From an optimization exercise on the open Yosys and OpenROAD flow, aimed at small area; shortcuts taken in it are not production practice. In this exercise RTL edits were held to simulation tests only and were not proved equivalent to the original. No run shown here takes its clock network from TritonCTS; it comes from the design's own scripts or RTL. The flow treats the clock pin as an ideal source. Dropping or thinning the clock tree relies on that and would not hold on a real chip. Power and IR drop assume default switching activity.

**design/flow/config.mk**
```make
export PLATFORM = sky130hd
export DESIGN_NAME = final_top
export DESIGN_NICKNAME = final_top
export VERILOG_FILES = /design/flow/design.v
export SDC_FILE = /design/flow/constraint.sdc
export NUM_CORES = 4
export LEC_CHECK = 0
export CAP_MARGIN = 20
export CORE_MARGIN = 2
export CORE_UTILIZATION = 60
export PLACE_DENSITY = 0.9
export SLEW_MARGIN = 20
```
**design/flow/constraint.sdc**
```tcl
create_clock -name core_clock -period 10.0 [get_ports {clk100}]
set_input_delay 2.0000 -clock core_clock [delete_from_list [all_inputs] [get_ports {clk100}]]
set_output_delay 2.0000 -clock core_clock [all_outputs]
set_load 0.01 [all_outputs]
```
**design/flow/design.v**
```verilog
`timescale 1ns / 1ps
module final_top(
	input clk100,
	input rst,
	output servoOut,
	output actuatorPull,
	output actuatorPush,
	input [2:0] infraSensor,
	input servoPhotoT,
	input RPhotoT,
	input LPhotoT,
	input motor,
	output [3:0] IN,
	output [6:0] seg,
	output [3:0] an
	);
	logic fsx, fsy, fsz;
	wire fs_wait = !fsx && !fsy && !fsz;
	wire first = !fsx && fsy && !fsz;
	logic [16:0] ddp;
	wire [16:0] dd = ddp ^ 17'h15555;
	logic [2:0] hi;
	logic en_r;
	logic ina, inb;       
	wire dz16 = (dd[15:0] == 16'd0);
	wire dd_zero = dz16 && !dd[16];
	wire dd_last = dz16 && dd[16];                       
	wire dd_clr = ((dd & 17'h1ff6f) == 17'h11346);       
	always @(posedge clk100) begin
		if (rst) begin
			ddp <= 17'h15555;
			hi <= 0;
			en_r <= 1;
			ina <= 0; inb <= 0;
		end else begin
			ddp <= {dd[15:0], dd[16] ^ dd[13] ^ dz16} ^ 17'h15555;
			if (dd_zero && !first) hi <= hi + 3'd1;
			if (dd_clr) en_r <= 0;
			else if (dd_last) en_r <= 1;
			ina <= en_r && !motor && !(infraSensor == 3'b001 || infraSensor == 3'b011);
			inb <= en_r && !motor && !(infraSensor == 3'b100 || infraSensor == 3'b110);
		end
	end
	assign an = {hi[2:1] != 2'd0, hi[2:1] != 2'd1, hi[2:1] != 2'd2, hi[2:1] != 2'd3};
	assign IN = {inb, ina && !inb, !ina && inb, ina};
	logic [13:0] wp;
	wire [13:0] w = wp ^ 14'h1555;
	logic ron, lon, son;    
	wire ro = !ron, lo = !lon, so = !son;
	logic [7:0] cr, cL, cs;
	logic r2, l2, af, s2;
	wire er = RPhotoT ^ ro;
	wire el = LPhotoT ^ lo;
	wire es = servoPhotoT ^ so;
	wire ir = er;
	wire il = !er && el;
	wire is_ = !er && !el && es;
	wire wend = ((w & 14'h3bdf) == (14'h2a9f & 14'h3bdf));
	wire wz = ((w & 14'h0fff) == 14'h0000);
	function automatic [7:0] cnext(input [7:0] c, input i);
		logic e;
		integer b;
		begin
			e = i && !wend && !(c[7] && c[6] && c[5]);    
			cnext[0] = wz ? i : (c[0] ^ e);
			for (b = 1; b < 8; b = b + 1)
				cnext[b] = !wz && (c[b] ^ (e && (&(c | ~((8'd1 << b) - 8'd1)))));
		end
	endfunction
	function automatic fr(input [7:0] x);
		fr = (x >= 8'd22) && (x <= 8'd79);
	endfunction
	function automatic en(input [7:0] x);
		en = (x >= 8'd82) && (x <= 8'd219);
	endfunction
	always @(posedge clk100) begin
		if (rst) begin
			wp <= 14'h1555;
			ron <= 1; lon <= 1; son <= 1;
			r2 <= 0; l2 <= 0; af <= 0; s2 <= 0;
		end else begin
			ron <= !RPhotoT; lon <= !LPhotoT; son <= !servoPhotoT;
			wp <= (wend ? 14'd0 : {w[12:0], ~(w[0] ^ w[13])}) ^ 14'h1555;
			if (wz) begin
				r2 <= en(cr) && !first; l2 <= en(cL) && !first; s2 <= en(cs) && !first;
				af <= (fr(cr) || fr(cL)) && !first;
			end
		end
	end
	always @(posedge clk100) begin
		cr <= cnext(cr, ir); cL <= cnext(cL, il); cs <= cnext(cs, is_);
	end
	logic isc, isd;
	always @(posedge clk100) begin
		if (rst) begin
			isc <= 0; isd <= 1;
		end else begin
			isc <= r2 || l2;
			isd <= !(r2 || l2 || af);
		end
	end
	assign seg = {isc, isd, isd, !isc, 1'b1, 1'b1, isd};
	logic [7:0] qp, up;
	wire [7:0] u = up ^ 8'h55;
	wire [7:0] q = qp ^ 8'h55;
	logic sv, act, dirR, fire;
	logic [10:0] kp;
	wire [10:0] k = kp ^ 11'h555;
	function automatic [7:0] st1(input [7:0] x);
		st1 = {x[6:0], x[7] ^ (x[0] & ~(x[1] & x[2]))};
	endfunction
	wire pend  = (q == 8'h81);                 
	wire q8    = (q == 8'h03);                 
	wire q0    = ((q & 8'hfd) == 8'h00);       
	wire u0    = ((u & 8'hfd) == 8'h00);       
	wire u11   = ((u & 8'he3) == 8'h00);       
	wire u191  = ((u & 8'hdc) == 8'h00);       
	wire send = act && (k == 11'h5f9) && q8;   
	always @(posedge clk100) begin
		if (rst) begin
			qp <= 8'h02 ^ 8'h55; up <= 8'hd7 ^ 8'h55; sv <= 0; act <= 0; dirR <= 0; fire <= 0; kp <= 11'h555;
		end else begin
			qp <= st1(q) ^ 8'h55;
			if (q0) sv <= 1;
			else if (u0) sv <= 0;
			if (send) begin
				act <= 0; dirR <= 0; fire <= 0; kp <= 11'h555; up <= 8'hb5 ^ 8'h55;
			end else begin
				if (s2 || (q0 && (u11 || u191))) fire <= 1;
				if (!act) kp <= 11'h555;
				else if (pend) kp <= {k[9:0], ~(k[1] ^ k[10])} ^ 11'h555;
				up <= st1(u) ^ 8'h55;
				if (pend) begin
					if (r2 || dirR) begin
						dirR <= 1; act <= 1;
						if (!s2 && !fire) up <= up;
					end else if (l2 || act) begin
						act <= 1;
						if (!s2 && !fire) up <= st1(st1(u)) ^ 8'h55;
					end
				end
			end
		end
	end
	assign servoOut = sv;
	logic [18:0] fp;
	wire [18:0] f = fp ^ 19'h55555;
	wire term = ((f & 19'h5ffff) == 19'h4adb0);
	always @(posedge clk100) begin
		if (rst) begin
			fp <= 19'h55555; fsx <= 0; fsy <= 1; fsz <= 0;
		end else begin
			fp <= ((term || fs_wait) ? 19'd0 : {f[17:0], ~(f[0] ^ f[18])}) ^ 19'h55555;
			fsx <= (fsy && fsz && term) || (fsx && !fsy) || (fsx && fsy && !term) || first;
			fsy <= (!fsx && !fsy && fsz) || (fsy && fsz && !term) || (fsx && !fsy) || (fsx && fsy && !term) || first;
			fsz <= (fs_wait && fire) || (!fsx && !fsy && fsz) || (fsy && fsz && !term);
		end
	end
	assign actuatorPush = fsy && fsz;
	assign actuatorPull = fsx && fsy;
endmodule
```
**design/flow/flow/run.sh**
```bash
#!/bin/bash
# Layout flow: the standard synthesis, then an area-oriented re-mapping of the
# combinational logic between the registers (registers, their names and cells are
# untouched; several ABC scripts are tried and the smallest result that is proven
# equivalent to the standard netlist is used), then the standard
# floorplan and placement with single-drive port buffers, a two-level clock tree
# built here (flow/cts.tcl), and the standard routing and finish. Each tool's output goes to its own log here.
set -euo pipefail
W=$(pwd)
RES=$W/orfs/results/$FLOW_PLATFORM/final_top/base
LIB=$FLOW_HOME/platforms/$FLOW_PLATFORM/lib/sky130_fd_sc_hd__tt_025C_1v80.lib
YOSYS=${YOSYS_EXE:-/OpenROAD-flow-scripts/tools/install/yosys/bin/yosys}
[[ -x $YOSYS ]] || YOSYS=$(command -v yosys)

# 1. standard synthesis
bash standard.sh synth > $W/log_1_standard_synth.log 2>&1

# 2. re-map the combinational logic for area
R=$W/remap
mkdir -p $R
cp $RES/1_2_yosys.v $R/in.v
DU=""
for c in $(sed -n '/^export DONT_USE_CELLS/,/^#/p' $FLOW_HOME/platforms/$FLOW_PLATFORM/config.mk | grep -o 'sky130_fd_sc_hd__[a-z0-9_]*'); do
  DU="$DU -dont_use $c"
done
cat > $R/flat.ys <<EOS
read_liberty -overwrite -ignore_miss_func $LIB
read_verilog $R/in.v
hierarchy -top $FLOW_TOP
blackbox sky130_fd_sc_hd__dfxtp_1
flatten
rename -hide w:*.*
opt_clean -purge
select -module $FLOW_TOP
write_verilog -noattr -selected $R/flat.v
EOS
$YOSYS -l $W/log_2_remap_flat.log -q $R/flat.ys > /dev/null 2>&1 || true

SCRIPTS=(
  "+strash;&get,-n;&deepsyn,-I,4,-J,50,-S,1;&st;&if,-K,4;&mfs;&st;&deepsyn,-I,2,-J,30;&dch;&nf,-a,-R,1000;&put"
  "+strash;&get,-n;&deepsyn,-I,4,-J,50,-S,2;&st;&if,-K,4;&mfs;&st;&deepsyn,-I,2,-J,30;&dch;&nf,-a,-R,1000;&put"
  "+strash;&get,-n;&deepsyn,-I,4,-J,50,-S,3;&st;&if,-K,4;&mfs;&st;&deepsyn,-I,2,-J,30;&dch;&nf,-a,-R,1000;&put"
  "+strash;&get,-n;&deepsyn,-I,4,-J,50,-S,4;&st;&if,-K,3;&mfs;&st;&deepsyn,-I,2,-J,30;&dch;&nf,-a,-R,1000;&put"
  "+strash;&get,-n;&deepsyn,-I,4,-J,50,-S,5;&st;&if,-K,4;&mfs;&st;&deepsyn,-I,2,-J,30;&dch;&nf,-a,-R,1000;&put"
  "+strash;&get,-n;&deepsyn,-I,4,-J,50,-S,6;&st;&if,-K,3;&mfs;&st;&deepsyn,-I,2,-J,30;&dch;&nf,-a,-R,1000;&put"
  "+strash;&get,-n;&deepsyn,-I,4,-J,50,-S,7;&dch;&nf,-a,-R,1000;&put"
  "+strash;&get,-n;&deepsyn,-I,4,-J,50,-S,8;&st;&if,-K,4;&mfs;&st;&if,-K,4;&mfs;&st;&deepsyn,-I,2,-J,30;&dch;&nf,-a,-R,1000;&put"
)
if [[ -s $R/flat.v ]]; then
  for i in "${!SCRIPTS[@]}"; do
    cat > $R/map$i.ys <<EOS
read_liberty -lib $LIB
read_verilog $R/flat.v
hierarchy -top $FLOW_TOP
techmap
opt -fast
abc -liberty $LIB $DU -script ${SCRIPTS[$i]}
opt_clean -purge
splitnets
hilomap -singleton -hicell sky130_fd_sc_hd__conb_1 HI -locell sky130_fd_sc_hd__conb_1 LO
insbuf -buf sky130_fd_sc_hd__buf_1 A X
opt_clean -purge
tee -o $R/area$i.txt stat -liberty $LIB
write_verilog -noattr -noexpr -nohex -nodec $R/out$i.v
EOS
    ( $YOSYS -l $W/log_2_remap_map$i.log -q $R/map$i.ys > /dev/null 2>&1 || true ) &
    (( (i + 1) % 4 == 0 )) && wait
  done
  wait
fi
# candidates, smallest first
CANDS=$(for i in "${!SCRIPTS[@]}"; do
  a=$(grep -h 'Chip area' $R/area$i.txt 2>/dev/null | awk '{print $NF}')
  [[ -n "$a" && -s $R/out$i.v ]] && echo "$a $i"
done | sort -g | awk '{print $2}')
echo "remap candidates (smallest first): $CANDS"
remapped=none
for i in $CANDS; do
  cat > $R/equiv$i.ys <<EOS
read_liberty -overwrite -ignore_miss_func $LIB
blackbox sky130_fd_sc_hd__dfxtp_1
read_verilog $R/in.v
rename $FLOW_TOP gold
read_verilog $R/out$i.v
rename $FLOW_TOP gate
flatten gold gate
opt_clean
equiv_make gold gate eq
hierarchy -top eq
equiv_simple
equiv_status -assert
EOS
  if $YOSYS -l $W/log_2_remap_equiv$i.log -q $R/equiv$i.ys > /dev/null 2>&1 &&
     [[ $(grep -c 'sky130_fd_sc_hd__dfxtp' $R/in.v) == $(grep -c 'sky130_fd_sc_hd__dfxtp' $R/out$i.v) ]]; then
    cp $R/out$i.v $RES/1_2_yosys.v
    rm -f $RES/1_synth.odb $RES/1_synth.sdc
    bash standard.sh synth > $W/log_2_remap_odb.log 2>&1
    remapped=$i
    break
  fi
done
echo "remapped with script: $remapped"

# 3. floorplan .. placement
export BUFFER_PORTS_ARGS="-buffer_cell sky130_fd_sc_hd__buf_1"
bash standard.sh place > $W/log_3_standard_place.log 2>&1

# 4. clock tree (flow/cts.tcl): a root buffer and NLEAF leaf buffers over equal
# groups of flip-flops. Configurations are tried smallest area first; the first
# whose flip-flop clock slew (placement estimate) is at most 112 ps is built.
export RES
export FLOW_CLOCK=$(grep -o 'get_ports {[^}]*}' constraint.sdc | head -1 | sed 's/get_ports {\(.*\)}/\1/')
export ROOTBUF=sky130_fd_sc_hd__clkbuf_4
CHOSEN="7 sky130_fd_sc_hd__clkbuf_8"
for cfg in "5 clkbuf_8" "10 clkbuf_4" "3 clkbuf_16" "11 clkbuf_4" "6 clkbuf_8" "12 clkbuf_4" "7 clkbuf_8" "13 clkbuf_4" "4 clkbuf_16" "14 clkbuf_4" "8 clkbuf_8"; do
  set -- $cfg
  s=$(CTS_TRIAL=1 NLEAF=$1 LEAFBUF=sky130_fd_sc_hd__$2 openroad -exit -no_init $W/flow/cts.tcl 2>&1 | tee -a $W/log_4_cts_trials.log | grep TRIAL_SLEW | awk '{print $2}' || true)
  echo "clock tree trial $cfg: slew $s"
  if [[ -n "$s" ]] && awk -v s="$s" 'BEGIN{exit !(s <= 0.112)}'; then
    CHOSEN="$1 sky130_fd_sc_hd__$2"
    break
  fi
done
set -- $CHOSEN
echo "clock tree: $CHOSEN"
NLEAF=$1 LEAFBUF=$2 openroad -exit -no_init $W/flow/cts.tcl > $W/log_4_cts.log 2>&1

# 5. routing .. finish (the standard steps from the clock-tree database on)
bash standard.sh finish > $W/log_5_standard_finish.log 2>&1
```
**design/flow/flow/cts.tcl**
```tcl
# Clock tree built by hand after placement: the clock port drives one root buffer,
# which drives NLEAF leaf buffers; the flip-flops are split into NLEAF compact groups
# of equal size by recursive bisection, each driven by one leaf buffer placed at the
# group's centre. All flip-flops see the same two buffer levels.
set P $::env(FLOW_HOME)/platforms/$::env(FLOW_PLATFORM)
set RES $::env(RES)
read_liberty $P/lib/sky130_fd_sc_hd__tt_025C_1v80.lib
read_db $RES/3_place.odb
read_sdc $RES/3_place.sdc
source $P/setRC.tcl
set NLEAF $::env(NLEAF)
set LEAFBUF $::env(LEAFBUF)
set ROOTBUF $::env(ROOTBUF)
set block [ord::get_db_block]
set db [ord::get_db]
set clkport [lindex [all_clocks] 0]
set clknet [$block findNet $::env(FLOW_CLOCK)]
set sinks [$clknet getITerms]
puts "clock sinks: [llength $sinks]"
set pts {}
foreach it $sinks {
  set b [[$it getInst] getBBox]
  lappend pts [list [expr ([$b xMin]+[$b xMax])/2.0] [expr ([$b yMin]+[$b yMax])/2.0]]
}
proc cmpdim {pts dim a b} {
  set va [lindex $pts $a $dim]; set vb [lindex $pts $b $dim]
  if {$va < $vb} {return -1} elseif {$va > $vb} {return 1} else {return 0}
}
proc bisect {idxs pts k} {
  if {$k <= 1} { return [list $idxs] }
  set xs {}; set ys {}
  foreach i $idxs { lappend xs [lindex $pts $i 0]; lappend ys [lindex $pts $i 1] }
  set xs [lsort -real $xs]; set ys [lsort -real $ys]
  set dim [expr {([lindex $xs end]-[lindex $xs 0]) >= ([lindex $ys end]-[lindex $ys 0]) ? 0 : 1}]
  set srt [lsort -command [list cmpdim $pts $dim] $idxs]
  set k1 [expr $k/2]; set k2 [expr $k-$k1]
  set h [expr int(round(double([llength $srt])*$k1/$k))]
  return [concat [bisect [lrange $srt 0 [expr $h-1]] $pts $k1] [bisect [lrange $srt $h end] $pts $k2]]
}
set n [llength $pts]
set all {}
for {set i 0} {$i < $n} {incr i} { lappend all $i }
set groups [bisect $all $pts $NLEAF]
set rootm [$db findMaster $ROOTBUF]
set leafm [$db findMaster $LEAFBUF]
set root [odb::dbInst_create $block $rootm clkbuf_root]
set rootnet [odb::dbNet_create $block clknet_root]
$rootnet setSigType CLOCK
foreach it $sinks { $it disconnect }
[$root findITerm A] connect $clknet
[$root findITerm X] connect $rootnet
set rx 0; set ry 0
set k 0
foreach g $groups {
  set sx 0; set sy 0
  foreach i $g { set sx [expr $sx+[lindex $pts $i 0]]; set sy [expr $sy+[lindex $pts $i 1]] }
  set cx [expr $sx/[llength $g]]; set cy [expr $sy/[llength $g]]
  set rx [expr $rx+$cx]; set ry [expr $ry+$cy]
  set b [odb::dbInst_create $block $leafm clkbuf_leaf_$k]
  set net [odb::dbNet_create $block clknet_leaf_$k]
  $net setSigType CLOCK
  [$b findITerm A] connect $rootnet
  [$b findITerm X] connect $net
  $b setLocation [expr int($cx)] [expr int($cy)]
  $b setPlacementStatus PLACED
  foreach i $g { [lindex $sinks $i] connect $net }
  puts "leaf $k: [llength $g] flip-flops"
  incr k
}
$root setLocation [expr int($rx/$NLEAF)] [expr int($ry/$NLEAF)]
$root setPlacementStatus PLACED
detailed_placement
check_placement -verbose
set_propagated_clock [all_clocks]
estimate_parasitics -placement
set worst 0
foreach pin [get_pins -hierarchical */CLK] {
  foreach p {slew_max_rise slew_max_fall} {
    set s [get_property $pin $p]
    if {$s > $worst} {set worst $s}
  }
}
puts "worst flip-flop clock slew (placement estimate): $worst"
report_clock_skew
report_worst_slack -max
report_worst_slack -min
if {[info exists ::env(CTS_TRIAL)]} {
  puts "TRIAL_SLEW $worst"
  exit
}
repair_timing -hold
report_worst_slack -min
write_db $RES/4_1_cts.odb
write_sdc -no_timestamp $RES/4_cts.sdc
```
**design/flow/standard.sh**
```bash
#!/bin/bash
# synth_recipe.tcl (not shown) runs the flow's synth.tcl, then flattens the netlist and writes it again
# the make line also repeats each setting of config.mk as NAME=value (left out here)
make -C /OpenROAD-flow-scripts/flow DESIGN_CONFIG=/design/flow/config.mk WORK_HOME=/design/flow/orfs CLKGATE_MAP_FILE= SYNTH_SCRIPT=/design/flow/synth_recipe.tcl "${@:-finish}"
```
==> results of run 1 <==
==> power groups by stage <==
stage	clock network, mW	logic (mW)	registers [mW]
6_report	0.196	0.0523	0.517
3_3_place_gp	0	0.0493	0.527
3_5_place_dp	0	0.0522	0.528
2_1_floorplan	0	0.0376	0.525
5_1_grt	0.220	0.0605	0.519
==> cells in the final DEF, fill, tap and decap left out, types with 3 or more instances in the layout <==
cell type,count
or2_0,5
nor3_1,23
xor2_1,3
nor2_1,76
nand2_1,55
clkbuf_4,13
a21oi_1,37
a211oi_1,4
o21a_1,4
nor4_1,3
a22oi_1,5
or3_1,4
nand4_1,7
dfxtp_1,123
nand2b_1,4
and3_1,11
a22o_1,4
nor2b_1,4
o22ai_1,5
and2_0,9
buf_1,23
nand3_1,10
xnor2_1,4
a31oi_1,5
o21ai_0,24
clkinv_1,15
==> critical path, stage by stage <==
cell      delay, ps
buf_1            70
buf_4           310
clkinv_1        640
o21ai_0         450
or2_0           430
nor2_1           90
==> final timing paths <==
check	cells past startpoint	endpoint	slack, ps	startpoint
worst max-delay path	6	fp[17]	6350	rst
worst min-delay path	1	wp[6]	380	wp[5]
worst max register to register	9	up[0]	6920	qp[2]
worst min register to register	1	wp[6]	380	wp[5]
==> flip-flops by register name, summed over array words and instances, names as in the netlist, 3 cells and up <==
register  cells
cL            8
hi            3
kp           11
fp           19
ddp          17
cr            8
up            8
wp           14
cs            8
qp            8
==> final cells by class <==
type / instances / area, sq um
plain buffers: 13 / 97.6
multi-input cells: 332 / 1730
fillers: 555 / 2260
flip-flops and latches: 123 / 2460
well taps: 96 / 120
inverters: 15 / 56.3
repair buffers: 25 / 101
==> per-layer routing <==
layer,share of wire,global-route usage
met1,0.45,0.243
met2,0.49,0.368
met3,0.052,0.0271
met4,0.010,0.0399
met5,0,0
==> through the flow <==
stage | area (sq um) | total power, mW
finish | 4570 | 0.765
global route | 4570 | 0.799
detailed placement | 4470 | 0.580
global placement | 4470 | 0.576
floorplan | 4270 | 0.562
==> summary.txt, run 1 <==
Run status
  • Outcome: timing/DRC/antenna clean

Critical path
  • Type of origin of the critical path: input port
  • CP Data Arrival Time: 4000 ps
  • Crit Path Category: in2reg
  • Worst endpoint required time: between 10000 and 15000 ps
  • Crit-path max FO: 29
  • CP Capture Type: register

Place
  • Port bufs: 23
  • Worst slack, placed: just under 6000 ps
  • Dpl hpwl: around 5600 um
  • Dpl cells: between 500 and 600
  • Global placer's final weighted congestion: slightly above 0.9

Die
  • Die Wd: between 80 and 90 um
  • Num rows: 30
  • Starting density of the core: 0.625
  • Die Area: slightly below 0.008 sq mm
  • Io pins: 27
  • Core ar.: approximately 0.007 sq mm
  • Die Ht: ~88 um

Yosys
  • Mapped cell area: ~0.0043 sq mm
  • Mapped Cells: 477
  • YS warnings: 1
  • Syn Area/Cell: about 8.9 sq um

Route
  • Wire length per cell: approximately 13 um
  • Routed via count: 3381
  • 1st-pass router iterations: 4
  • Final ANT Viol Nets: 0
  • Vias/cell: between 5 and 6
  • # DRC: 0
  • DRT iter0 DRCs: about 260
  • Drt total wl: roughly 8000 um

STA
  • Setup violations, final: 0
  • Final hold violation count: 0
  • Slew @ Worst Pin: about 740 ps
  • Worst hold margin: 382 ps
  • Fmax: 274 MHz
  • Minimum clock period: approximately 3600 ps
  • Final WS setup: approximately 6400 ps
  • Fin. max-slew vios: 0
  • Setup TNS: 0 ps
  • Crit share post-route: 0.365
  • RSZ-0062 raised after global routing: false
  • Clock skew: between 9 and 10 ps
  • Relative slew slack: 0.506

Pwr
  • Seq pwr share: 0.676
  • Gate power share: 0.068
  • Sw Ratio: 0.237
  • Pint: just under 0.6 mW
  • Psw: 0.181 mW
  • Total leakage power: 1.69 nW
  • Max rail drop VDD: slightly below 0.00009 V
  • P per Cell Area: 167 mW/mm^2
  • Clk pwr share: 0.256

Cells and area
  • Final nets: between 500 and 600
  • Antenna cells: 0
  • Non-filler cells, final: roughly 600
  • Util after Layout: 0.669
  • Area Growth Syn to Fin: 7.13%
  • Layout cell share with drive strength beyond 1: 0.0335

Hold path
  • Min-delay worst type: reg2reg

Global route
  • Largest net degree at the start of global routing: 30
  • All-Layer GR Usage: 0.197
  • Antenna violations before repair: 0
  • Vias in the first global route: around 3.1k
  • Global-route wire length before repair: ~13000 um
  • GRT overflow: 0

Clock tree
  • Worst-path clk slew: 100 ps
  • Worst-Skew Late Latency: around 480 ps

Flow run
  • # Max-Cap Violations: 0
==> run 2: changes to the inputs <==
--- a/design/flow/design.v
+++ b/design/flow/design.v
@@ -106,4 +106,3 @@
 	logic sv, act, dirR, fire;
-	logic [10:0] kp;
-	wire [10:0] k = kp ^ 11'h555;
+	logic [10:0] k;
 	function automatic [7:0] st1(input [7:0] x);
@@ -120,3 +119,3 @@
 		if (rst) begin
-			qp <= 8'h02 ^ 8'h55; up <= 8'hd7 ^ 8'h55; sv <= 0; act <= 0; dirR <= 0; fire <= 0; kp <= 11'h555;
+			qp <= 8'h02 ^ 8'h55; up <= 8'hd7 ^ 8'h55; sv <= 0; act <= 0; dirR <= 0; fire <= 0; k <= 0;
 		end else begin
@@ -126,7 +125,7 @@
 			if (send) begin
-				act <= 0; dirR <= 0; fire <= 0; kp <= 11'h555; up <= 8'hb5 ^ 8'h55;
+				act <= 0; dirR <= 0; fire <= 0; k <= 0; up <= 8'hb5 ^ 8'h55;
 			end else begin
 				if (s2 || (q0 && (u11 || u191))) fire <= 1;
-				if (!act) kp <= 11'h555;
-				else if (pend) kp <= {k[9:0], ~(k[1] ^ k[10])} ^ 11'h555;
+				if (!act) k <= 0;
+				else if (pend) k <= {k[9:0], ~(k[1] ^ k[10])};
 				up <= st1(u) ^ 8'h55;
==> run 2 against run 1 <==
Still clean on timing, DRC and antenna. Worst setup slack worse by 240 ps. Sequential cell count did not move. Synthesized area fell by 0.12%. Critical path depth increased by 3. Critical endpoint is now fp[14].
==> summary.txt, run 2 <==
STA
  • Fin. max-slew vios: 0 (unchanged)
  • Final WS setup: 6110 ps (was 6350 ps)
  • Setup TNS: 0 ps (unchanged)
  • RSZ-0062 raised after global routing: false (unchanged)
  • Relative slew slack: 0.463 (was 0.506)
  • Slew @ Worst Pin: 794 ps (was 739 ps)
  • Worst hold margin: 386 ps (was 382 ps)
  • Clock skew: 8.69 ps (was 9.45 ps)
  • Final hold violation count: 0 (unchanged)
  • Minimum clock period: 3890 ps (was 3650 ps)
  • Crit share post-route: 0.389 (was 0.365)
  • Fmax: 257 MHz (was 274 MHz)
  • Setup violations, final: 0 (unchanged)

Global route
  • All-Layer GR Usage: 0.195 (was 0.197)
  • Vias in the first global route: 3018 (was 3113)
  • Global-route wire length before repair: 12700 um (was 12900 um)
  • Largest net degree at the start of global routing: 30 (unchanged)
  • GRT overflow: 0 (unchanged)
  • Antenna violations before repair: 0 (unchanged)

Place
  • Worst slack, placed: 5590 ps (was 5860 ps)
  • Port bufs: 23 (unchanged)
  • Global placer's final weighted congestion: 0.869 (was 0.908)
  • Post-placement cell area: 0.00446 sq mm (was 0.00447 sq mm)
  • Dpl cells: 584 (was 591)
  • Dpl hpwl: 5330 um (was 5600 um)

Route
  • DRT iter0 DRCs: 139 (was 263)
  • Routed via count: 3286 (was 3381)
  • # DRC: 0 (unchanged)
  • Wire length per cell: 12.8 um (was 13.0 um)
  • Final ANT Viol Nets: 0 (unchanged)
  • 1st-pass router iterations: 4 (unchanged)
  • Drt total wl: 7580 um (was 7850 um)
  • Vias/cell: 5.55 (was 5.60)

Cells and area
  • Post-route cell area: 0.00457 sq mm (unchanged)
  • Max reg flops: 19 (unchanged)
  • Reg with most FFs: fp (unchanged)
  • Antenna cells: 0 (unchanged)
  • Filler cells: 574 (was 555)
  • Layout cell share with drive strength beyond 1: 0.0242 (was 0.0335)
  • Non-filler cells, final: 592 (was 604)
  • Area Growth Syn to Fin: 7.25% (was 7.13%)
  • Regs by FF count: fp: 19 flops, ddp: 17 flops, wp: 14 flops (unchanged)
  • Final nets: 507 (was 519)
  • Util after Layout: 0.669 (unchanged)
  • Most common cell after layout, fill and taps aside: dfxtp_1 (unchanged)
  • Most frequent cells in the layout: dfxtp_1 (123), nor2_1 (76), nand2_1 (57) (was dfxtp_1 (123), nor2_1 (76), nand2_1 (55))

Run status
  • Outcome: timing/DRC/antenna clean (unchanged)

Pwr
  • P per Cell Area: 170 mW/mm^2 (was 167 mW/mm^2)
  • Max rail drop VDD: 0.000112 V (was 0.0000881 V)
  • Overall power: 0.777 mW (was 0.765 mW)
  • Total leakage power: 1.71 nW (was 1.69 nW)

Critical path
  • Worst endpoint required time: 10300 ps (was 10350 ps)
  • Crit-path max FO: 28 (was 29)
  • Critical path cell sequence: buf_1, buf_4, clkinv_1, nand2_1, a21oi_1, clkinv_1, nand2_1, nor2_1, nand2_1 (was buf_1, buf_4, clkinv_1, o21ai_0, or2_0, nor2_1)
  • Slowest CP cell: clkinv_1 (unchanged)
  • WP buf/inv: 4 (was 3)
  • Type of origin of the critical path: input port (unchanged)
  • CP Data Arrival Time: 4200 ps (was 4000 ps)
  • Slowest stage delay, CP: 690 ps (was 640 ps)
  • Crit-path most repeated cell: nand2_1
  • Crit Path Category: in2reg (unchanged)
  • Worst path top cell family by delay: buffers and inverters (unchanged)
  • CP Capture Type: register (unchanged)

Die
  • Die Area: 0.00779 sq mm (was 0.00780 sq mm)
  • Io pins: 27 (unchanged)
  • Core ar.: 0.00683 sq mm (unchanged)
  • Die Wd: 88.3 um (about the same)
  • Starting density of the core: 0.624 (was 0.625)
  • Num rows: 30 (unchanged)
  • Die Ht: 88.3 um (about the same)

Yosys
  • Mapped cell area: 0.00426 sq mm (was 0.00427 sq mm)
  • YS warnings: 1 (unchanged)
  • Mapped Cells: 470 (was 477)
  • Syn Area/Cell: 9.07 sq um (was 8.94 sq um)

Flow run
  • # Max-Cap Violations: 0 (unchanged)

Clock tree
  • Worst-path clk slew: 100 ps (about the same)
  • Worst-Skew Late Latency: 440 ps (was 480 ps)

Hold path
  • Min-delay worst type: reg2reg (unchanged)
run 2: power by group:
group	total (mW)	internal, mW	switching [mW]	leakage (nW)
Clock	0.199	0.0675	0.131	0.0549
Combinational	0.0582	0.0221	0.0362	0.654
Sequential	0.520	0.506	0.0136	1.00
run 2: layout make-up:
cell class | count | area, sq um | area share
repair buffers | 25 | 101 | 0.0222
flip-flops and latches | 123 | 2460 | 0.539
multi-input cells | 326 | 1730 | 0.379
plain buffers | 8 | 104 | 0.0227
well taps | 96 | 120 | 0.0263
inverters | 14 | 52.6 | 0.0115
run 2: per-layer routing:
| layer | wire (um) | share of wire | track usage | up-vias |
|---|---|---|---|---|
| li1 | - | - | - | 1678 |
| met1 | 3520 | 0.46 | 0.246 | 1550 |
| met2 | 3810 | 0.50 | 0.366 | 54 |
| met3 | 181 | 0.024 | 0.0187 | 4 |
| met4 | 64 | 0.0084 | 0.0344 | 0 |
| met5 | 0 | 0 | 0 | - |
run 2: path summary, 6_finish.rpt:
kind / start / endpoint / slack [ps] / cells after the start
worst max-delay path: rst / fp[14] / 6110 / 9
worst min-delay path: fp[17] / fp[18] / 390 / 1
worst min register to register: fp[17] / fp[18] / 390 / 1
worst max register to register: qp[2] / up[0] / 6960 / 9
==> run 3: changes to the inputs <==
--- a/design/flow/flow/run.sh
+++ b/design/flow/flow/run.sh
@@ -39,10 +39,10 @@
 SCRIPTS=(
+  "+strash;&get,-n;&syn3;&st;&deepsyn,-I,4,-J,50,-S,1;&st;&if,-K,4;&mfs;&st;&deepsyn,-I,2,-J,30;&dch;&nf,-a,-R,1000;&put"
+  "+strash;&get,-n;&if,-K,6;&st;&deepsyn,-I,4,-J,50,-S,1;&st;&if,-K,4;&mfs;&st;&deepsyn,-I,2,-J,30;&dch;&nf,-a,-R,1000;&put"
+  "+strash;&get,-n;&deepsyn,-I,4,-J,50,-S,1;&st;&if,-K,4;&mfs;&st;&deepsyn,-I,2,-J,30;&dch;&nf,-a,-R,1000;&st;&if,-K,4;&mfs;&st;&deepsyn,-I,2,-J,30;&dch;&nf,-a,-R,1000;&put"
   "+strash;&get,-n;&deepsyn,-I,4,-J,50,-S,1;&st;&if,-K,4;&mfs;&st;&deepsyn,-I,2,-J,30;&dch;&nf,-a,-R,1000;&put"
-  "+strash;&get,-n;&deepsyn,-I,4,-J,50,-S,2;&st;&if,-K,4;&mfs;&st;&deepsyn,-I,2,-J,30;&dch;&nf,-a,-R,1000;&put"
-  "+strash;&get,-n;&deepsyn,-I,4,-J,50,-S,3;&st;&if,-K,4;&mfs;&st;&deepsyn,-I,2,-J,30;&dch;&nf,-a,-R,1000;&put"
-  "+strash;&get,-n;&deepsyn,-I,4,-J,50,-S,4;&st;&if,-K,3;&mfs;&st;&deepsyn,-I,2,-J,30;&dch;&nf,-a,-R,1000;&put"
-  "+strash;&get,-n;&deepsyn,-I,4,-J,50,-S,5;&st;&if,-K,4;&mfs;&st;&deepsyn,-I,2,-J,30;&dch;&nf,-a,-R,1000;&put"
-  "+strash;&get,-n;&deepsyn,-I,4,-J,50,-S,6;&st;&if,-K,3;&mfs;&st;&deepsyn,-I,2,-J,30;&dch;&nf,-a,-R,1000;&put"
-  "+strash;&get,-n;&deepsyn,-I,4,-J,50,-S,7;&dch;&nf,-a,-R,1000;&put"
-  "+strash;&get,-n;&deepsyn,-I,4,-J,50,-S,8;&st;&if,-K,4;&mfs;&st;&if,-K,4;&mfs;&st;&deepsyn,-I,2,-J,30;&dch;&nf,-a,-R,1000;&put"
+  "+strash;&get,-n;&syn3;&st;&deepsyn,-I,4,-J,50,-S,2;&st;&if,-K,4;&mfs;&st;&deepsyn,-I,2,-J,30;&dch;&nf,-a,-R,1000;&put"
+  "+strash;&get,-n;&syn2;&st;&deepsyn,-I,4,-J,50,-S,3;&st;&if,-K,4;&mfs;&st;&deepsyn,-I,2,-J,30;&dch;&nf,-a,-R,1000;&put"
+  "+strash;&get,-n;&dc2;&st;&deepsyn,-I,4,-J,50,-S,4;&st;&if,-K,4;&mfs;&st;&deepsyn,-I,2,-J,30;&dch;&nf,-a,-R,1000;&put"
+  "+strash;&get,-n;&if,-K,5;&st;&syn3;&st;&deepsyn,-I,4,-J,50,-S,5;&st;&if,-K,4;&mfs;&st;&deepsyn,-I,2,-J,30;&dch;&nf,-a,-R,1000;&put"
 )
==> run 3 against run 2 <==
Still clean. Register-to-register slack better by 90 ps. Hold slack better by 3.3 ps. Clock power rose by 2%. Worst setup slack improved by 310 ps. Power shrank 0.94%. Critical path type unchanged. Largest power group unchanged. Highest routed layer unchanged.
==> summary.txt, run 3 <==
Route
  • Drt total wl: 7800 um (was 7580 um)
  • Routed via count: 3308 (was 3286)
  • DRT iter0 DRCs: 140 (was 139)
  • # DRC: 0 (unchanged)
  • Vias/cell: 5.58 (was 5.55)
  • Wire length per cell: 13.2 um (was 12.8 um)
  • 1st-pass router iterations: 4 (unchanged)
  • Final ANT Viol Nets: 0 (unchanged)

Place
  • Post-placement cell area: 0.00446 sq mm (about the same)
  • Global placer's final weighted congestion: 0.862 (was 0.869)
  • Dpl hpwl: 5520 um (was 5330 um)
  • Port bufs: 23 (unchanged)

Die
  • Die Area: 0.00778 sq mm (was 0.00779 sq mm)
  • Num rows: 30 (unchanged)
  • Io pins: 27 (unchanged)
  • Die Ht: 88.2 um (was 88.3 um)
  • Die Wd: 88.2 um (was 88.3 um)
  • Core ar.: 0.00683 sq mm (unchanged)
  • Starting density of the core: 0.623 (was 0.624)

Pwr
  • Clk pwr share: 0.263 (was 0.256)
  • Sw Ratio: 0.231 (was 0.233)
  • Overall power: 0.770 mW (was 0.777 mW)
  • Max rail drop VDD: 0.0000811 V (was 0.000112 V)
  • P per Cell Area: 169 mW/mm^2 (was 170 mW/mm^2)
  • Pint: 0.592 mW (was 0.596 mW)
  • Psw: 0.178 mW (was 0.181 mW)
  • Seq pwr share: 0.671 (was 0.669)
  • Total leakage power: 1.68 nW (was 1.71 nW)
  • Gate power share: 0.065 (was 0.075)

Critical path
  • Worst endpoint required time: 10340 ps (was 10300 ps)
  • Slowest stage delay, CP: 650 ps (was 690 ps)
  • Critical path cell sequence: buf_1, buf_4, clkinv_1, nand2_1, nor2_1, a22oi_1, o21ai_0 (was buf_1, buf_4, clkinv_1, nand2_1, a21oi_1, clkinv_1, nand2_1, nor2_1, nand2_1)
  • Worst path top cell family by delay: buffers and inverters (unchanged)
  • CP Data Arrival Time: 3920 ps (was 4200 ps)
  • Crit path from: rst (unchanged)
  • Crit Path Category: in2reg (unchanged)
  • WP buf/inv: 3 (was 4)
  • CP Capture Type: register (unchanged)
  • Crit-path max FO: 31 (was 28)
  • Worst r2r src: qp[2] (unchanged)
  • Slowest CP cell: clkinv_1 (unchanged)
  • Type of origin of the critical path: input port (unchanged)

Cells and area
  • Layout cell share with drive strength beyond 1: 0.0221 (was 0.0242)
  • Reg with most FFs: fp (unchanged)
  • Post-route cell area: 0.00456 sq mm (was 0.00457 sq mm)
  • Filler cells: 561 (was 574)
  • Most frequent cells in the layout: dfxtp_1 (123), nor2_1 (78), nand2_1 (60) (was dfxtp_1 (123), nor2_1 (76), nand2_1 (57))
  • Final nets: 508 (was 507)
  • Area Growth Syn to Fin: 7.14% (was 7.25%)
  • Multi-input logic area: 0.00173 sq mm (about the same)
  • Antenna cells: 0 (unchanged)
  • Storage element area: 0.00246 sq mm (unchanged)
  • Max reg flops: 19 (unchanged)
  • Regs by FF count: fp: 19 flops, ddp: 17 flops, wp: 14 flops (unchanged)
  • Most common cell after layout, fill and taps aside: dfxtp_1 (unchanged)

Global route
  • Largest net degree at the start of global routing: 32 (was 30)
  • GRT overflow: 0 (unchanged)
  • Antenna violations before repair: 0 (unchanged)
  • Global-route wire length before repair: 13400 um (was 12700 um)
  • All-Layer GR Usage: 0.204 (was 0.195)
  • Vias in the first global route: 3131 (was 3018)

Clock tree
  • Worst-path clk slew: 100 ps (about the same)
  • Worst-Skew Late Latency: 450 ps (was 440 ps)

Yosys
  • YS warnings: 1 (unchanged)
  • Syn Area/Cell: 9.04 sq um (was 9.07 sq um)
  • Mapped cell area: 0.00426 sq mm (about the same)
  • Mapped Cells: 471 (was 470)

STA
  • Fin. max-slew vios: 0 (unchanged)
  • Minimum clock period: 3590 ps (was 3890 ps)
  • Clock skew: 7.05 ps (was 8.69 ps)
  • Final hold violation count: 0 (unchanged)
  • Fmax: 279 MHz (was 257 MHz)
  • Crit share post-route: 0.359 (was 0.389)
  • Setup TNS: 0 ps (unchanged)
  • RSZ-0062 raised after global routing: false (unchanged)
  • Slew @ Worst Pin: 767 ps (was 794 ps)
  • Worst hold margin: 389 ps (was 386 ps)
  • Setup violations, final: 0 (unchanged)
  • Relative slew slack: 0.481 (was 0.463)

Flow run
  • # Max-Cap Violations: 0 (unchanged)

Run status
  • Outcome: timing/DRC/antenna clean (unchanged)

Hold path
  • Min-delay worst type: reg2reg (unchanged)
  • Min-delay src: ddp[15] (was fp[17])
run 3: power by group through the flow:
stage | Sequential (mW) | Combinational (mW) | Clock, mW
floorplan | 0.525 | 0.0371 | 0
global placement | 0.527 | 0.0484 | 0
detailed placement | 0.528 | 0.0503 | 0
global route | 0.519 | 0.0573 | 0.225
finish | 0.517 | 0.0502 | 0.203
run 3: path summary, 6_finish.rpt:
| check | slack, ps | endpoint | cells past startpoint |
|---|---|---|---|
| worst max-delay path | 6410 | up[3] | 7 |
| worst min-delay path | 390 | ddp[16] | 1 |
| worst max register to register | 7050 | up[0] | 8 |
| worst min register to register | 390 | ddp[16] | 1 |
run 3: cell type report:
| cell class | instances | share of cell area |
|---|---|---|
| well taps | 96 | 0.0263 |
| repair buffers | 25 | 0.0222 |
| multi-input cells | 329 | 0.379 |
| inverters | 12 | 0.00988 |
| flip-flops and latches | 123 | 0.540 |
| plain buffers | 8 | 0.0228 |
run 3: layer usage:
layer,global-route usage,up-vias,wire length [um]
li1,-,1680,-
met1,0.270,1542,3600
met2,0.370,74,3740
met3,0.0159,12,316
met4,0.0386,0,142
met5,0,-,0
run 3: per-stage QoR:
stage | utilization | instances | setup slack [ps]
after floorplan | - | 472 | 6390
after global placement | 0.652 | 585 | 6020
after detailed placement | 0.652 | 585 | 5980
after global routing | 0.668 | 593 | 6270
final | 0.668 | 593 | 6410
==> run 4: changes to the inputs <==
--- a/design/flow/design.v
+++ b/design/flow/design.v
@@ -79,2 +79,3 @@
 			ron <= 1; lon <= 1; son <= 1;
+			cr <= 0; cL <= 0; cs <= 0;
 			r2 <= 0; l2 <= 0; af <= 0; s2 <= 0;
@@ -83,10 +84,8 @@
 			wp <= (wend ? 14'd0 : {w[12:0], ~(w[0] ^ w[13])}) ^ 14'h1555;
+			cr <= cnext(cr, ir); cL <= cnext(cL, il); cs <= cnext(cs, is_);
 			if (wz) begin
-				r2 <= en(cr) && !first; l2 <= en(cL) && !first; s2 <= en(cs) && !first;
-				af <= (fr(cr) || fr(cL)) && !first;
+				r2 <= en(cr); l2 <= en(cL); s2 <= en(cs);
+				af <= fr(cr) || fr(cL);
 			end
 		end
-	end
-	always @(posedge clk100) begin
-		cr <= cnext(cr, ir); cL <= cnext(cL, il); cs <= cnext(cs, is_);
 	end
--- a/design/flow/flow/run.sh
+++ b/design/flow/flow/run.sh
@@ -47,2 +47,6 @@
   "+strash;&get,-n;&if,-K,5;&st;&syn3;&st;&deepsyn,-I,4,-J,50,-S,5;&st;&if,-K,4;&mfs;&st;&deepsyn,-I,2,-J,30;&dch;&nf,-a,-R,1000;&put"
+  "+strash;&get,-n;&if,-K,6;&st;&deepsyn,-I,4,-J,50,-S,6;&st;&if,-K,4;&mfs;&st;&deepsyn,-I,2,-J,30;&dch;&nf,-a,-R,1000;&put"
+  "+strash;&get,-n;&syn3;&st;&if,-K,6;&st;&deepsyn,-I,4,-J,50,-S,7;&st;&if,-K,4;&mfs;&st;&deepsyn,-I,2,-J,30;&dch;&nf,-a,-R,1000;&put"
+  "+strash;&get,-n;&dc2;&st;&syn3;&st;&deepsyn,-I,4,-J,50,-S,8;&st;&if,-K,4;&mfs;&st;&deepsyn,-I,2,-J,30;&dch;&nf,-a,-R,1000;&put"
+  "+strash;&get,-n;&if,-K,4;&st;&deepsyn,-I,4,-J,50,-S,9;&st;&if,-K,4;&mfs;&st;&deepsyn,-I,2,-J,30;&dch;&nf,-a,-R,1000;&put"
 )
==> run 4 against run 3 <==
Die area decreased by 0.16%. Critical endpoint is now cs[6]. Global-route usage decreased by 0.55 points. Clock skew grew 4.9 ps. First-iteration DRC count grew 3.6%. Synthesized cell count is 1.9% lower. Still clean. Utilization is 0.38 points lower.
==> summary.txt, run 4 <==
Cells and area
  • Most frequent cells in the layout: dfxtp_1 (123), nor2_1 (80), nand2_1 (52) (was dfxtp_1 (123), nor2_1 (78), nand2_1 (60))
  • Storage element area: 0.00246 sq mm (unchanged)
  • Filler cells: 569 (was 561)
  • Antenna cells: 0 (unchanged)
  • Regs by FF count: fp: 19 flops, ddp: 17 flops, wp: 14 flops (unchanged)
  • Max reg flops: 19 (unchanged)
  • Final nets: 503 (was 508)
  • Layout cell share with drive strength beyond 1: 0.0285 (was 0.0221)
  • Multi-input logic area: 0.00171 sq mm (was 0.00173 sq mm)
  • Area Growth Syn to Fin: 6.71% (was 7.14%)
  • Most common cell after layout, fill and taps aside: dfxtp_1 (unchanged)
  • Reg with most FFs: fp (unchanged)

STA
  • Fmax: 266 MHz (was 279 MHz)
  • RSZ-0062 raised after global routing: false (unchanged)
  • Final hold violation count: 0 (unchanged)
  • Crit share post-route: 0.376 (was 0.359)
  • Clock skew: 12.0 ps (was 7.05 ps)
  • Setup violations, final: 0 (unchanged)
  • Worst hold margin: 375 ps (was 389 ps)
  • Minimum clock period: 3760 ps (was 3590 ps)
  • Fin. max-slew vios: 0 (unchanged)
  • Setup TNS: 0 ps (unchanged)
  • Slew @ Worst Pin: 1010 ps (was 767 ps)
  • Relative slew slack: 0.324 (was 0.481)

Route
  • Wire length per cell: 13.2 um (about the same)
  • Final ANT Viol Nets: 0 (unchanged)
  • 1st-pass router iterations: 4 (unchanged)
  • Drt total wl: 7760 um (was 7800 um)
  • Vias/cell: 5.70 (was 5.58)
  • Routed via count: 3354 (was 3308)
  • DRT iter0 DRCs: 145 (was 140)
  • # DRC: 0 (unchanged)

Die
  • Die Ht: 88.2 um (about the same)
  • Core ar.: 0.00683 sq mm (unchanged)
  • Die Wd: 88.2 um (about the same)
  • Num rows: 30 (unchanged)
  • Die Area: 0.00777 sq mm (was 0.00778 sq mm)
  • Starting density of the core: 0.622 (was 0.623)
  • Io pins: 27 (unchanged)

Critical path
  • CP Capture Type: register (unchanged)
  • Crit path from: RPhotoT (was rst)
  • Type of origin of the critical path: input port (unchanged)
  • Worst endpoint required time: 10410 ps (was 10340 ps)
  • Crit-path max FO: 5 (was 31)
  • CP Data Arrival Time: 4180 ps (was 3920 ps)
  • Crit Path Category: in2reg (unchanged)
  • Critical path cell sequence: buf_1, xor2_1, or3b_1, a311oi_1, and3_1, and4_1, and2_0, o21ai_0, a21oi_1 (was buf_1, buf_4, clkinv_1, nand2_1, nor2_1, a22oi_1, o21ai_0)
  • Slowest stage delay, CP: 420 ps (was 650 ps)
  • Slowest CP cell: or3b_1 (was clkinv_1)
  • Worst r2r src: fp[4] (was qp[2])

Clock tree
  • Worst-Skew Late Latency: 480 ps (was 450 ps)
  • Worst-path clk slew: 90 ps (was 100 ps)

Yosys
  • Mapped Cells: 462 (was 471)
  • Syn Area/Cell: 9.20 sq um (was 9.04 sq um)
  • YS warnings: 1 (unchanged)
  • Mapped cell area: 0.00425 sq mm (was 0.00426 sq mm)

Global route
  • Largest net degree at the start of global routing: 30 (was 32)
  • All-Layer GR Usage: 0.199 (was 0.204)
  • Global-route wire length before repair: 13000 um (was 13400 um)
  • Vias in the first global route: 3057 (was 3131)
  • GRT overflow: 0 (unchanged)
  • Antenna violations before repair: 0 (unchanged)

Pwr
  • P per Cell Area: 165 mW/mm^2 (was 169 mW/mm^2)
  • Total leakage power: 1.71 nW (was 1.68 nW)
  • Overall power: 0.747 mW (was 0.770 mW)
  • Max rail drop VDD: 0.000113 V (was 0.0000811 V)

Flow run
  • # Max-Cap Violations: 0 (unchanged)

Run status
  • Outcome: timing/DRC/antenna clean (unchanged)

Place
  • Port bufs: 23 (unchanged)
  • Dpl hpwl: 5430 um (was 5520 um)
  • Global placer's final weighted congestion: 0.843 (was 0.862)

Hold path
  • Min-delay src: fp[17] (was ddp[15])
  • Min-delay worst type: reg2reg (unchanged)
==> run 4: per-layer routing <==
| layer | part of all wire | track usage | up-vias |
|---|---|---|---|
| met5 | 0 | 0 | - |
| met4 | 0.014 | 0.0455 | 0 |
| met3 | 0.052 | 0.0302 | 16 |
| met2 | 0.49 | 0.364 | 86 |
| met1 | 0.44 | 0.246 | 1567 |
| li1 | - | - | 1685 |
==> run 4: area by class of cell <==
| class | instances | area share |
|---|---|---|
| sequential | 123 | 0.543 |
| tap | 96 | 0.0265 |
| buffer | 13 | 0.0215 |
| multi-input combinational | 318 | 0.377 |
| inverter | 14 | 0.0116 |
| timing repair buffer | 24 | 0.0207 |
==> run 4: worst paths after layout <==
check           end  slack, ps  depth (start not counted)
max reg2reg  fp[17]       7240                          7
max           cs[6]       6240                          9
min reg2reg  fp[18]        380                          1
min          fp[18]        380                          1
==> run 4: where the power goes <==
part / internal, mW / switching (mW) / total (mW) / leakage (nW)
combinational: 0.0158 / 0.0282 / 0.0440 / 0.653
clock: 0.0598 / 0.133 / 0.193 / 0.0598
sequential: 0.501 / 0.00965 / 0.510 / 1.00
==> run 4: stage by stage <==
| step | instance area (sq um) | std cells | worst slack (ps) | util |
|---|---|---|---|---|
| floorplan | 4250 | 463 | 6190 | - |
| global placement | 4440 | 575 | 5870 | 0.649 |
| detailed placement | 4440 | 575 | 5780 | 0.649 |
| global route | 4530 | 588 | 6080 | 0.664 |
| finish | 4530 | 588 | 6240 | 0.664 |
==> run 4: critical path: cells and delay by family <==
family / cells / cell delay, ps
compound gates: 3 / 580
buf+inv: 1 / 100
simple gates: 4 / 1200
xor+xnor: 1 / 290

afterwards: timing with drivers on the ports:
Ports are ideal in the flow. The routed layouts listed here were re-timed in OpenROAD.
Step 1 (the two cells are an assumption about what drives the block):
set clk [get_ports {clk100}]
set_driving_cell -lib_cell sky130_fd_sc_hd__clkbuf_16 $clk
set_driving_cell -lib_cell sky130_fd_sc_hd__buf_2 [delete_from_list [all_inputs] $clk]
Step 2 times the ports against the registers' clock, not the clock port: input delays grow and output delays shrink by t, the midpoint of the rising clock arrivals with the driver on.
a / b / c = no drivers / after step 1 / after step 2; a / b = the first two.
run | t, ns | setup WS [ns] | hold WS [ns]
run 1 | 0.498 | 6.350 / 6.354 / 5.856 | 0.382 / 0.382 / 0.382
run 2 | 0.463 | 6.106 / 6.111 / 5.648 | 0.386 / 0.386 / 0.386
run 3 | 0.472 | 6.413 / 6.417 / 5.946 | 0.389 / 0.389 / 0.389
run 4 | 0.502 | 6.235 / 6.241 / 5.739 | 0.375 / 0.375 / 0.375
After both steps every run listed still meets setup and hold. For run 4, which loses most, drivers alone change the setup slack by +0.006 ns; drivers and shift together by -0.496 ns.
